This is an optimization exercise on Yosys and OpenROAD, whose aim is small area, not a production implementation. The RTL was checked by simulation tests, not by an equivalence proof against the original design. Power and IR drop assume default switching activity.

== yarrow ==
==> flow/design.v <==
module finalproject(clk, rst, rows, LEDs, columns, signalout, ss1, ss2, ss3, ss4, ss5, ss6);
input clk;
input rst;
input [3:0] rows;
output [9:0] LEDs;
output [3:0] columns;
output signalout;
output [6:0] ss1, ss2, ss3, ss4, ss5, ss6;
wire [3:0] tone;
keypadwithtones kwt(.clk(clk), .rst(rst), .rows(rows), .LEDs(LEDs), .columns(columns), .tone(tone));
toneprocessor tp(.clk(clk), .rst(rst), .tone(tone), .signalout(signalout));
rotatingdisplay rd(.clk(clk), .rst(rst), .ss1(ss1), .ss2(ss2), .ss3(ss3), .ss4(ss4), .ss5(ss5), .ss6(ss6));
endmodule
module keypadwithtones(clk, rst, rows, LEDs, columns, tone);
input clk;
input rst;
input [3:0] rows;
output reg [9:0] LEDs;
output [3:0] columns;
output reg [3:0] tone;    
localparam SA = 3'd0, WB = 3'd1, SB = 3'd2, CK2 = 3'd3, WC = 3'd4, SC = 3'd5, CK4 = 3'd6;
reg [2:0] st;
reg [12:0] c;
reg [15:0] button;
reg m;
wire sa = (st == SA), wb = (st == WB), sb = (st == SB), ck2 = (st == CK2);
wire wc = (st == WC), sc = (st == SC), ck4 = (st == CK4);
wire scan = sa | sb | sc;
assign columns[0] = scan & c[0];
assign columns[1] = ~(scan & c[0] & ~c[1]);
assign columns[2] = ~(scan & c[1] & ~c[2]);
assign columns[3] = ~(scan & c[2]);
wire scan_end = scan & c[2];
wire wb_end = wb & c[0] & ~c[1] & c[6] & ~c[8] & c[9] & ~c[11] & ~c[12];
wire wc_end = wc & ~c[0] & c[1] & c[2] & c[3] & c[4] & ~c[5] & c[6] & ~c[7] & ~c[8] & ~c[9] & ~c[11];
wire [12:0] c_step = {c[11:0], ~(c[12] ^ c[11] ^ c[9] ^ c[8])};
wire c_clr = rst | scan_end | wb_end | wc_end | ck2 | ck4;
wire [3:0] val = ~rows;
wire eq = (val == button[11:8]);
wire [15:0] b = {button[11:0], button[15:12]};
wire [3:0] k1, k0;
assign k1[0] = b[0] | b[2] | b[5] | b[8] | b[10] | b[11] | b[13] | b[15];
assign k0[0] = b[1] | b[3] | b[4] | b[6] | b[7] | b[9] | b[12] | b[14];
assign k1[1] = b[2] | b[3] | b[4] | b[8] | b[9] | b[11] | b[12] | b[13];
assign k0[1] = b[0] | b[1] | b[5] | b[6] | b[7] | b[10] | b[14] | b[15];
assign k1[2] = b[1] | b[2] | b[3] | b[5] | b[9] | b[11] | b[14] | b[15];
assign k0[2] = b[0] | b[4] | b[6] | b[7] | b[8] | b[10] | b[12] | b[13];
assign k1[3] = b[3] | b[6] | b[10] | b[11] | b[12] | b[13] | b[14] | b[15];
assign k0[3] = b[0] | b[1] | b[2] | b[4] | b[5] | b[7] | b[8] | b[9];
wire nz = k1[0] | k0[0];
wire multi = |(k1 & k0);
wire take = ck2 & ~m & ~multi;
wire [3:0] addk = take ? k1 : 4'd0;
always @(posedge clk) begin
  if (rst) begin
    LEDs <= 10'd0;
    tone <= 4'd0;
  end else begin
    LEDs <= LEDs + addk;
    if (take & nz) tone <= k1;
    else if (ck4 & ~nz) tone <= 4'd0;
  end
end
always @(posedge clk) begin
  if (rst) st <= SA;
  else case (st)
    SA:  if (scan_end) st <= WB;
    WB:  if (wb_end) st <= SB;
    SB:  if (scan_end) st <= CK2;
    CK2: st <= (nz & ~m) ? WC : SA;
    WC:  if (wc_end) st <= SC;
    SC:  if (scan_end) st <= CK4;
    CK4: st <= nz ? WC : SA;
    default: ;
  endcase
end
always @(posedge clk) begin
  c <= c_clr ? 13'd0 : c_step;
  button <= {button[11:0], (sa | sc) ? val : button[15:12]};
  m <= (m & ~sa) | (sb & ~eq);
end
endmodule
module toneprocessor(clk, rst, tone, signalout);
input clk;
input rst;
input [3:0] tone;
output reg signalout;
reg [16:0] mc;
reg [1:0] region;
localparam [16*17-1:0] LTAB = {17'd11943, 17'd12650, 17'd14203, 17'd15942, 17'd17895, 17'd18959, 17'd21281, 17'd23888, 17'd25389, 17'd28408, 17'd31887, 17'd35802, 17'd37920, 17'd42564, 17'd47754, 17'd1135};
localparam [16*17-1:0] HTAB = {17'd23888, 17'd25302, 17'd28408, 17'd31886, 17'd35792, 17'd37920, 17'd42563, 17'd47777, 17'd50618, 17'd56817, 17'd63775, 17'd71605, 17'd75841, 17'd85130, 17'd95509, 17'd2271};
wire [16:0] lm1 = LTAB[tone*17 +: 17];
wire [16:0] hm1 = HTAB[tone*17 +: 17];
function lt17;
  input [16:0] x, y;
  integer i;
  reg cy;
  begin
    cy = 1'b0;
    for (i = 0; i < 17; i = i + 1)
      cy = (~x[i] & y[i]) | (~x[i] & cy) | (y[i] & cy);
    lt17 = cy;
  end
endfunction
wire a = lt17(mc, lm1);    
wire b = lt17(mc, hm1);    
always @(posedge clk) begin
  if (rst) begin
    signalout <= 1'b0;
    mc <= 17'd0;
    region <= 2'd0;
  end else begin
    case (region)
    2'd0: begin
      mc <= mc + 1'b1;
      if (a) signalout <= 1'b0; else region <= 2'd1;
    end
    2'd1: begin
      mc <= mc + 1'b1;
      if (!a && b) signalout <= 1'b1; else region <= 2'd2;
    end
    2'd2: begin
      if (!b) begin signalout <= 1'b0; mc <= 17'd0; end
      else begin region <= 2'd0; mc <= mc + 1'b1; end
    end
    default: ;
    endcase
  end
end
endmodule
module rotatingdisplay(clk, rst, ss1, ss2, ss3, ss4, ss5, ss6);
input clk;
input rst;
output [6:0] ss1, ss2, ss3, ss4, ss5, ss6;
reg [15:0] counter;
reg [3:0] idx;    
reg full;         
wire step = counter[0] & counter[1] & counter[2] & ~counter[3] & ~counter[4] & ~counter[5] & ~counter[6] & counter[7]
          & ~counter[8] & ~counter[9] & ~counter[11] & counter[12] & ~counter[14] & counter[15];
always @(posedge clk) begin
  counter <= (rst | step) ? 16'd0 : {counter[14:0], ~(counter[15] ^ counter[14] ^ counter[12] ^ counter[3])};
  if (rst) begin
    idx <= 4'd0;
    full <= 1'b0;
  end else if (step) begin
    idx <= idx + 1'b1;
    if (idx == 4'd5) full <= 1'b1;
  end
end
function [6:0] text;
  input [3:0] p;
  case (p)
  4'd0:  text = 7'b0010000;  
  4'd1:  text = 7'b0000110;  
  4'd2:  text = 7'b1001110;  
  4'd3:  text = 7'b1001110;  
  4'd4:  text = 7'b1111001;  
  4'd5:  text = 7'b0001110;  
  4'd6:  text = 7'b1000000;  
  4'd7:  text = 7'b0001001;  
  4'd8:  text = 7'b0001110;  
  4'd9:  text = 7'b0001000;  
  4'd10: text = 7'b1000111;  
  4'd11: text = 7'b1000111;  
  4'd12: text = 7'b0100100;  
  4'd13: text = 7'b1000000;  
  4'd14: text = 7'b0100100;  
  default: text = 7'b1000000;  
  endcase
endfunction
assign ss1 = (!full && idx < 4'd1) ? 7'h7F : text(idx - 4'd1);
assign ss2 = (!full && idx < 4'd2) ? 7'h7F : text(idx - 4'd2);
assign ss3 = (!full && idx < 4'd3) ? 7'h7F : text(idx - 4'd3);
assign ss4 = (!full && idx < 4'd4) ? 7'h7F : text(idx - 4'd4);
assign ss5 = (!full && idx < 4'd5) ? 7'h7F : text(idx - 4'd5);
assign ss6 = (!full && idx < 4'd6) ? 7'h7F : text(idx - 4'd6);
endmodule
Settings: LEC_CHECK=0, CAP_MARGIN=20, CORE_MARGIN=2, CORE_UTILIZATION=40, SLEW_MARGIN=20; clock period 10.0 ns.
standard.sh (not shown) runs the stock make flow with config.mk's settings and CLKGATE_MAP_FILE= SYNTH_SCRIPT=/design/flow/synth_recipe.tcl, a recipe that flattens the netlist after the stock synthesis.
==> flow/flow/run.sh <==
#!/bin/bash
# Layout flow: the standard synthesis, then the combinational logic between
# the flip-flops is re-mapped for area with ABC (flip-flops untouched), then
# the standard layout from floorplan to finish on the re-mapped netlist.
set -euo pipefail
HERE=$(pwd)
FLOWDIR=$HERE/flow
PLAT=${FLOW_PLATFORM:-sky130hd}
LIB=$FLOW_HOME/platforms/$PLAT/lib/sky130_fd_sc_hd__tt_025C_1v80.lib
RES=$HERE/orfs/results/$PLAT/finalproject/base
YOSYS=$(command -v yosys || echo "$FLOW_HOME/../tools/install/yosys/bin/yosys")

# Port buffers: the smallest buffer cell.
export BUFFER_PORTS_ARGS="-buffer_cell sky130_fd_sc_hd__buf_1"

export CTS_ARGS="-sink_clustering_enable -repair_clock_nets -dont_use_dummy_load -sink_clustering_size 25 -buf_list sky130_fd_sc_hd__clkbuf_8"

# 1. standard synthesis
bash standard.sh synth > "$HERE/log_1_synth.txt" 2>&1

# 2. re-map the logic
cp "$RES/1_2_yosys.v" "$HERE/std_1_2_yosys.v"
python3 "$FLOWDIR/mkcells.py" "$LIB" "$HERE/cells_comb.v" > "$HERE/log_2_mkcells.txt" 2>&1
DONTUSE=""
for c in $(grep -o 'cell *( *"\?sky130_fd_sc_hd__\(lpflow_[a-z0-9_]*\|probec\?_p_8\)' "$LIB" | sed 's/.*sky130/sky130/' | sort -u); do
  DONTUSE="$DONTUSE -dont_use $c"
done
sed -e "s#LIBFILE#$LIB#g" -e "s#CELLFILE#$HERE/cells_comb.v#" -e "s#INFILE#$HERE/std_1_2_yosys.v#" \
    -e "s#TOPNAME#$FLOW_TOP#" -e "s#DONTUSE#$DONTUSE#" -e "s#ABCSCRIPT#$FLOWDIR/area.abc#" \
    -e "s#STATFILE#$HERE/resyn_stat.txt#" -e "s#OUTFILE#$HERE/resyn.v#" "$FLOWDIR/resyn.ys" > "$HERE/resyn_run.ys"
"$YOSYS" -l "$HERE/log_2_resyn.txt" -q "$HERE/resyn_run.ys" > /dev/null 2>&1
cp "$HERE/resyn.v" "$RES/1_2_yosys.v"
touch "$RES/1_2_yosys.v"

# 3. standard layout on the re-mapped netlist (1_synth.odb is rebuilt from it)
bash standard.sh > "$HERE/log_3_layout.txt" 2>&1
Other scripts of this flow, unchanged in this note and not shown: flow/flow/area.abc, flow/flow/mkcells.py, flow/flow/resyn.ys
yarrow: done, clean on timing, DRC and antenna
diff inputs: yarrow => nickel
diff --git a/flow/flow/run.sh b/flow/flow/run.sh
--- a/flow/flow/run.sh
+++ b/flow/flow/run.sh
@@ -13,6 +13,4 @@
 # Port buffers: the smallest buffer cell.
 export BUFFER_PORTS_ARGS="-buffer_cell sky130_fd_sc_hd__buf_1"
-
-export CTS_ARGS="-sink_clustering_enable -repair_clock_nets -dont_use_dummy_load -sink_clustering_size 25 -buf_list sky130_fd_sc_hd__clkbuf_8"
 
 # 1. standard synthesis
==> comparison <==
Per the final summary, yarrow finished and its layout is clean on timing, DRC and antenna. nickel | stages: all done | timing, DRC, antenna: all pass. Cell count: nickel higher than yarrow. Higher minimum period implied by the final worst setup slack goes to nickel over yarrow. yarrow and nickel ended up with nearly the same proportion of final cell area spent on non-clock buffers. Diff yarrow -> nickel: overall routing resource usage now sits at about the same level; wire length of the first global-routing pass roughly the same; number of H-tree branching levels about even; register-to-register slack did not really move. nickel vs yarrow on final wirelength: nickel is the higher one. Between yarrow and nickel, the wire length per cell does not differ in any meaningful way. As far as count of buffers from port buffering goes, nickel and yarrow are indistinguishable; the numbers are identical. In the final reports, the cell area of nickel is larger than that of yarrow.
Input-level comparison between ember and nickel:
diff --git a/flow/flow/run.sh b/flow/flow/run.sh
--- a/flow/flow/run.sh
+++ b/flow/flow/run.sh
@@ -13,4 +13,6 @@
 # Port buffers: the smallest buffer cell.
 export BUFFER_PORTS_ARGS="-buffer_cell sky130_fd_sc_hd__buf_1"
+
+export CTS_ARGS="-sink_clustering_enable -repair_clock_nets -dont_use_dummy_load"
 
 # 1. standard synthesis
Compared with nickel, ember has extra setup slack. Summary of ember over nickel: data-path buffer share of cell area in the final layout was more or less identical, clock share of power lower. Power consumption ended up 52 uW lower on ember than on nickel. ember -> nickel: worst max-slew margin expressed relative to the limit flat. The higher multi-input gate share of total cell area came out of ember. Compared with nickel, the detailed router inserted fewer vias in ember. Final cell count: ember < nickel.

========
Starts from the design.v that is shown in full above.
==> flow/config.mk <==
export PLATFORM = sky130hd
export DESIGN_NAME = finalproject
export DESIGN_NICKNAME = finalproject
export VERILOG_FILES = /design/flow/design.v
export SDC_FILE = /design/flow/constraint.sdc
export NUM_CORES = 4
export LEC_CHECK = 0
export CAP_MARGIN = 20
export CORE_MARGIN = 2
export CORE_UTILIZATION = 70
export PLACE_DENSITY = 0.8
export SLEW_MARGIN = 20
==> flow/constraint.sdc <==
create_clock -name core_clock -period 10.0 [get_ports {clk}]
set_input_delay 2.0000 -clock core_clock [delete_from_list [all_inputs] [get_ports {clk}]]
set_output_delay 2.0000 -clock core_clock [all_outputs]
set_load 0.01 [all_outputs]
==> flow/flow/run.sh <==
#!/bin/bash
# Layout flow: the standard synthesis, then the combinational logic between
# the flip-flops is re-mapped for area with ABC (flip-flops untouched), then
# the standard layout from floorplan to finish on the re-mapped netlist.
set -euo pipefail
HERE=$(pwd)
FLOWDIR=$HERE/flow
PLAT=${FLOW_PLATFORM:-sky130hd}
LIB=$FLOW_HOME/platforms/$PLAT/lib/sky130_fd_sc_hd__tt_025C_1v80.lib
RES=$HERE/orfs/results/$PLAT/finalproject/base
YOSYS=$(command -v yosys || echo "$FLOW_HOME/../tools/install/yosys/bin/yosys")

# Port buffers: the smallest buffer cell.
export BUFFER_PORTS_ARGS="-buffer_cell sky130_fd_sc_hd__buf_1"

export CTS_ARGS="-sink_clustering_enable -repair_clock_nets -dont_use_dummy_load"

# 1. standard synthesis
bash standard.sh synth > "$HERE/log_1_synth.txt" 2>&1

# 2. re-map the logic
cp "$RES/1_2_yosys.v" "$HERE/std_1_2_yosys.v"
python3 "$FLOWDIR/mkcells.py" "$LIB" "$HERE/cells_comb.v" > "$HERE/log_2_mkcells.txt" 2>&1
DONTUSE=""
for c in $(grep -o 'cell *( *"\?sky130_fd_sc_hd__\(lpflow_[a-z0-9_]*\|probec\?_p_8\)' "$LIB" | sed 's/.*sky130/sky130/' | sort -u); do
  DONTUSE="$DONTUSE -dont_use $c"
done
sed -e "s#LIBFILE#$LIB#g" -e "s#CELLFILE#$HERE/cells_comb.v#" -e "s#INFILE#$HERE/std_1_2_yosys.v#" \
    -e "s#TOPNAME#$FLOW_TOP#" -e "s#DONTUSE#$DONTUSE#" -e "s#ABCSCRIPT#$FLOWDIR/area.abc#" \
    -e "s#STATFILE#$HERE/resyn_stat.txt#" -e "s#OUTFILE#$HERE/resyn.v#" "$FLOWDIR/resyn.ys" > "$HERE/resyn_run.ys"
"$YOSYS" -l "$HERE/log_2_resyn.txt" -q "$HERE/resyn_run.ys" > /dev/null 2>&1
cp "$HERE/resyn.v" "$RES/1_2_yosys.v"
touch "$RES/1_2_yosys.v"

# 3. standard layout on the re-mapped netlist (1_synth.odb is rebuilt from it)
bash standard.sh > "$HERE/log_3_layout.txt" 2>&1
Other scripts of this flow, unchanged in this note and not shown: flow/flow/area.abc, flow/flow/mkcells.py, flow/flow/resyn.ys
Edit:
--- a/flow/flow/run.sh
+++ b/flow/flow/run.sh
@@ -11,7 +11,2 @@
 YOSYS=$(command -v yosys || echo "$FLOW_HOME/../tools/install/yosys/bin/yosys")
-
-# Port buffers: the smallest buffer cell.
-export BUFFER_PORTS_ARGS="-buffer_cell sky130_fd_sc_hd__buf_1"
-
-export CTS_ARGS="-sink_clustering_enable -repair_clock_nets -dont_use_dummy_load"
 
- CORE_UTILIZATION: 70 -> 40
- PLACE_DENSITY: 0.8 -> default
Setup slack degrades by 0.54 ns.
Power rises by a few percent.
Count of clock-buffer cells in the layout rose by 1.
Fmax is lower by roughly a tenth.
Register-to-register slack improves by 0.18 ns.
Edit:
--- a/flow/flow/run.sh
+++ b/flow/flow/run.sh
@@ -11,2 +11,7 @@
 YOSYS=$(command -v yosys || echo "$FLOW_HOME/../tools/install/yosys/bin/yosys")
+
+# Port buffers: the smallest buffer cell.
+export BUFFER_PORTS_ARGS="-buffer_cell sky130_fd_sc_hd__buf_1"
+
+export CTS_ARGS="-sink_clustering_enable -repair_clock_nets -dont_use_dummy_load -root_buf sky130_fd_sc_hd__clkbuf_8 -buf_list sky130_fd_sc_hd__clkbuf_4"
 
After rerunning:
- die area is unchanged
- cell count is lower by 0.89%
- hold slack hardly moves
- wire length is lower by 0.73%

## separate check: timing with driven ports
Ports are ideal in the flow. The routed layouts listed here were re-timed in OpenROAD.
Step 1: set_driving_cell puts a clkbuf_16 on clk and a buf_2 on each other input, an assumption about the parent block.
Step 2 times the ports against the registers' clock, not the clock port: input delays grow and output delays shrink by t, the midpoint of the rising clock arrivals with the driver on.
a / b / c = no drivers / after step 1 / after step 2; a / b = the first two.
| run | t, ns | setup WS [ns] | clock arrival spread, ns | worst register clock-pin slew, ns | cell pins on the clock port's net |
|---|---|---|---|---|---|
| yarrow | 0.396 | 5.298 / 5.265 / 5.661 | 0.036 / 0.036 | 0.10 / 0.10 | 1 |
| nickel | 0.408 | 5.263 / 5.230 / 5.638 | 0.014 / 0.014 | 0.10 / 0.10 | 1 |
| ember | 0.396 | 5.298 / 5.265 / 5.661 | 0.036 / 0.036 | 0.10 / 0.10 | 1 |
| the first run of note 2 | 0.368 | 5.548 / 5.519 / 5.865 | 0.025 / 0.025 | 0.09 / 0.09 | 1 |
| the second run of note 2 | 0.391 | 5.008 / 4.975 / 5.366 | 0.010 / 0.010 | 0.09 / 0.09 | 1 |
| the third run of note 2 | 0.396 | 5.298 / 5.265 / 5.661 | 0.036 / 0.036 | 0.10 / 0.10 | 1 |
After both steps setup and hold are still met in every run listed.
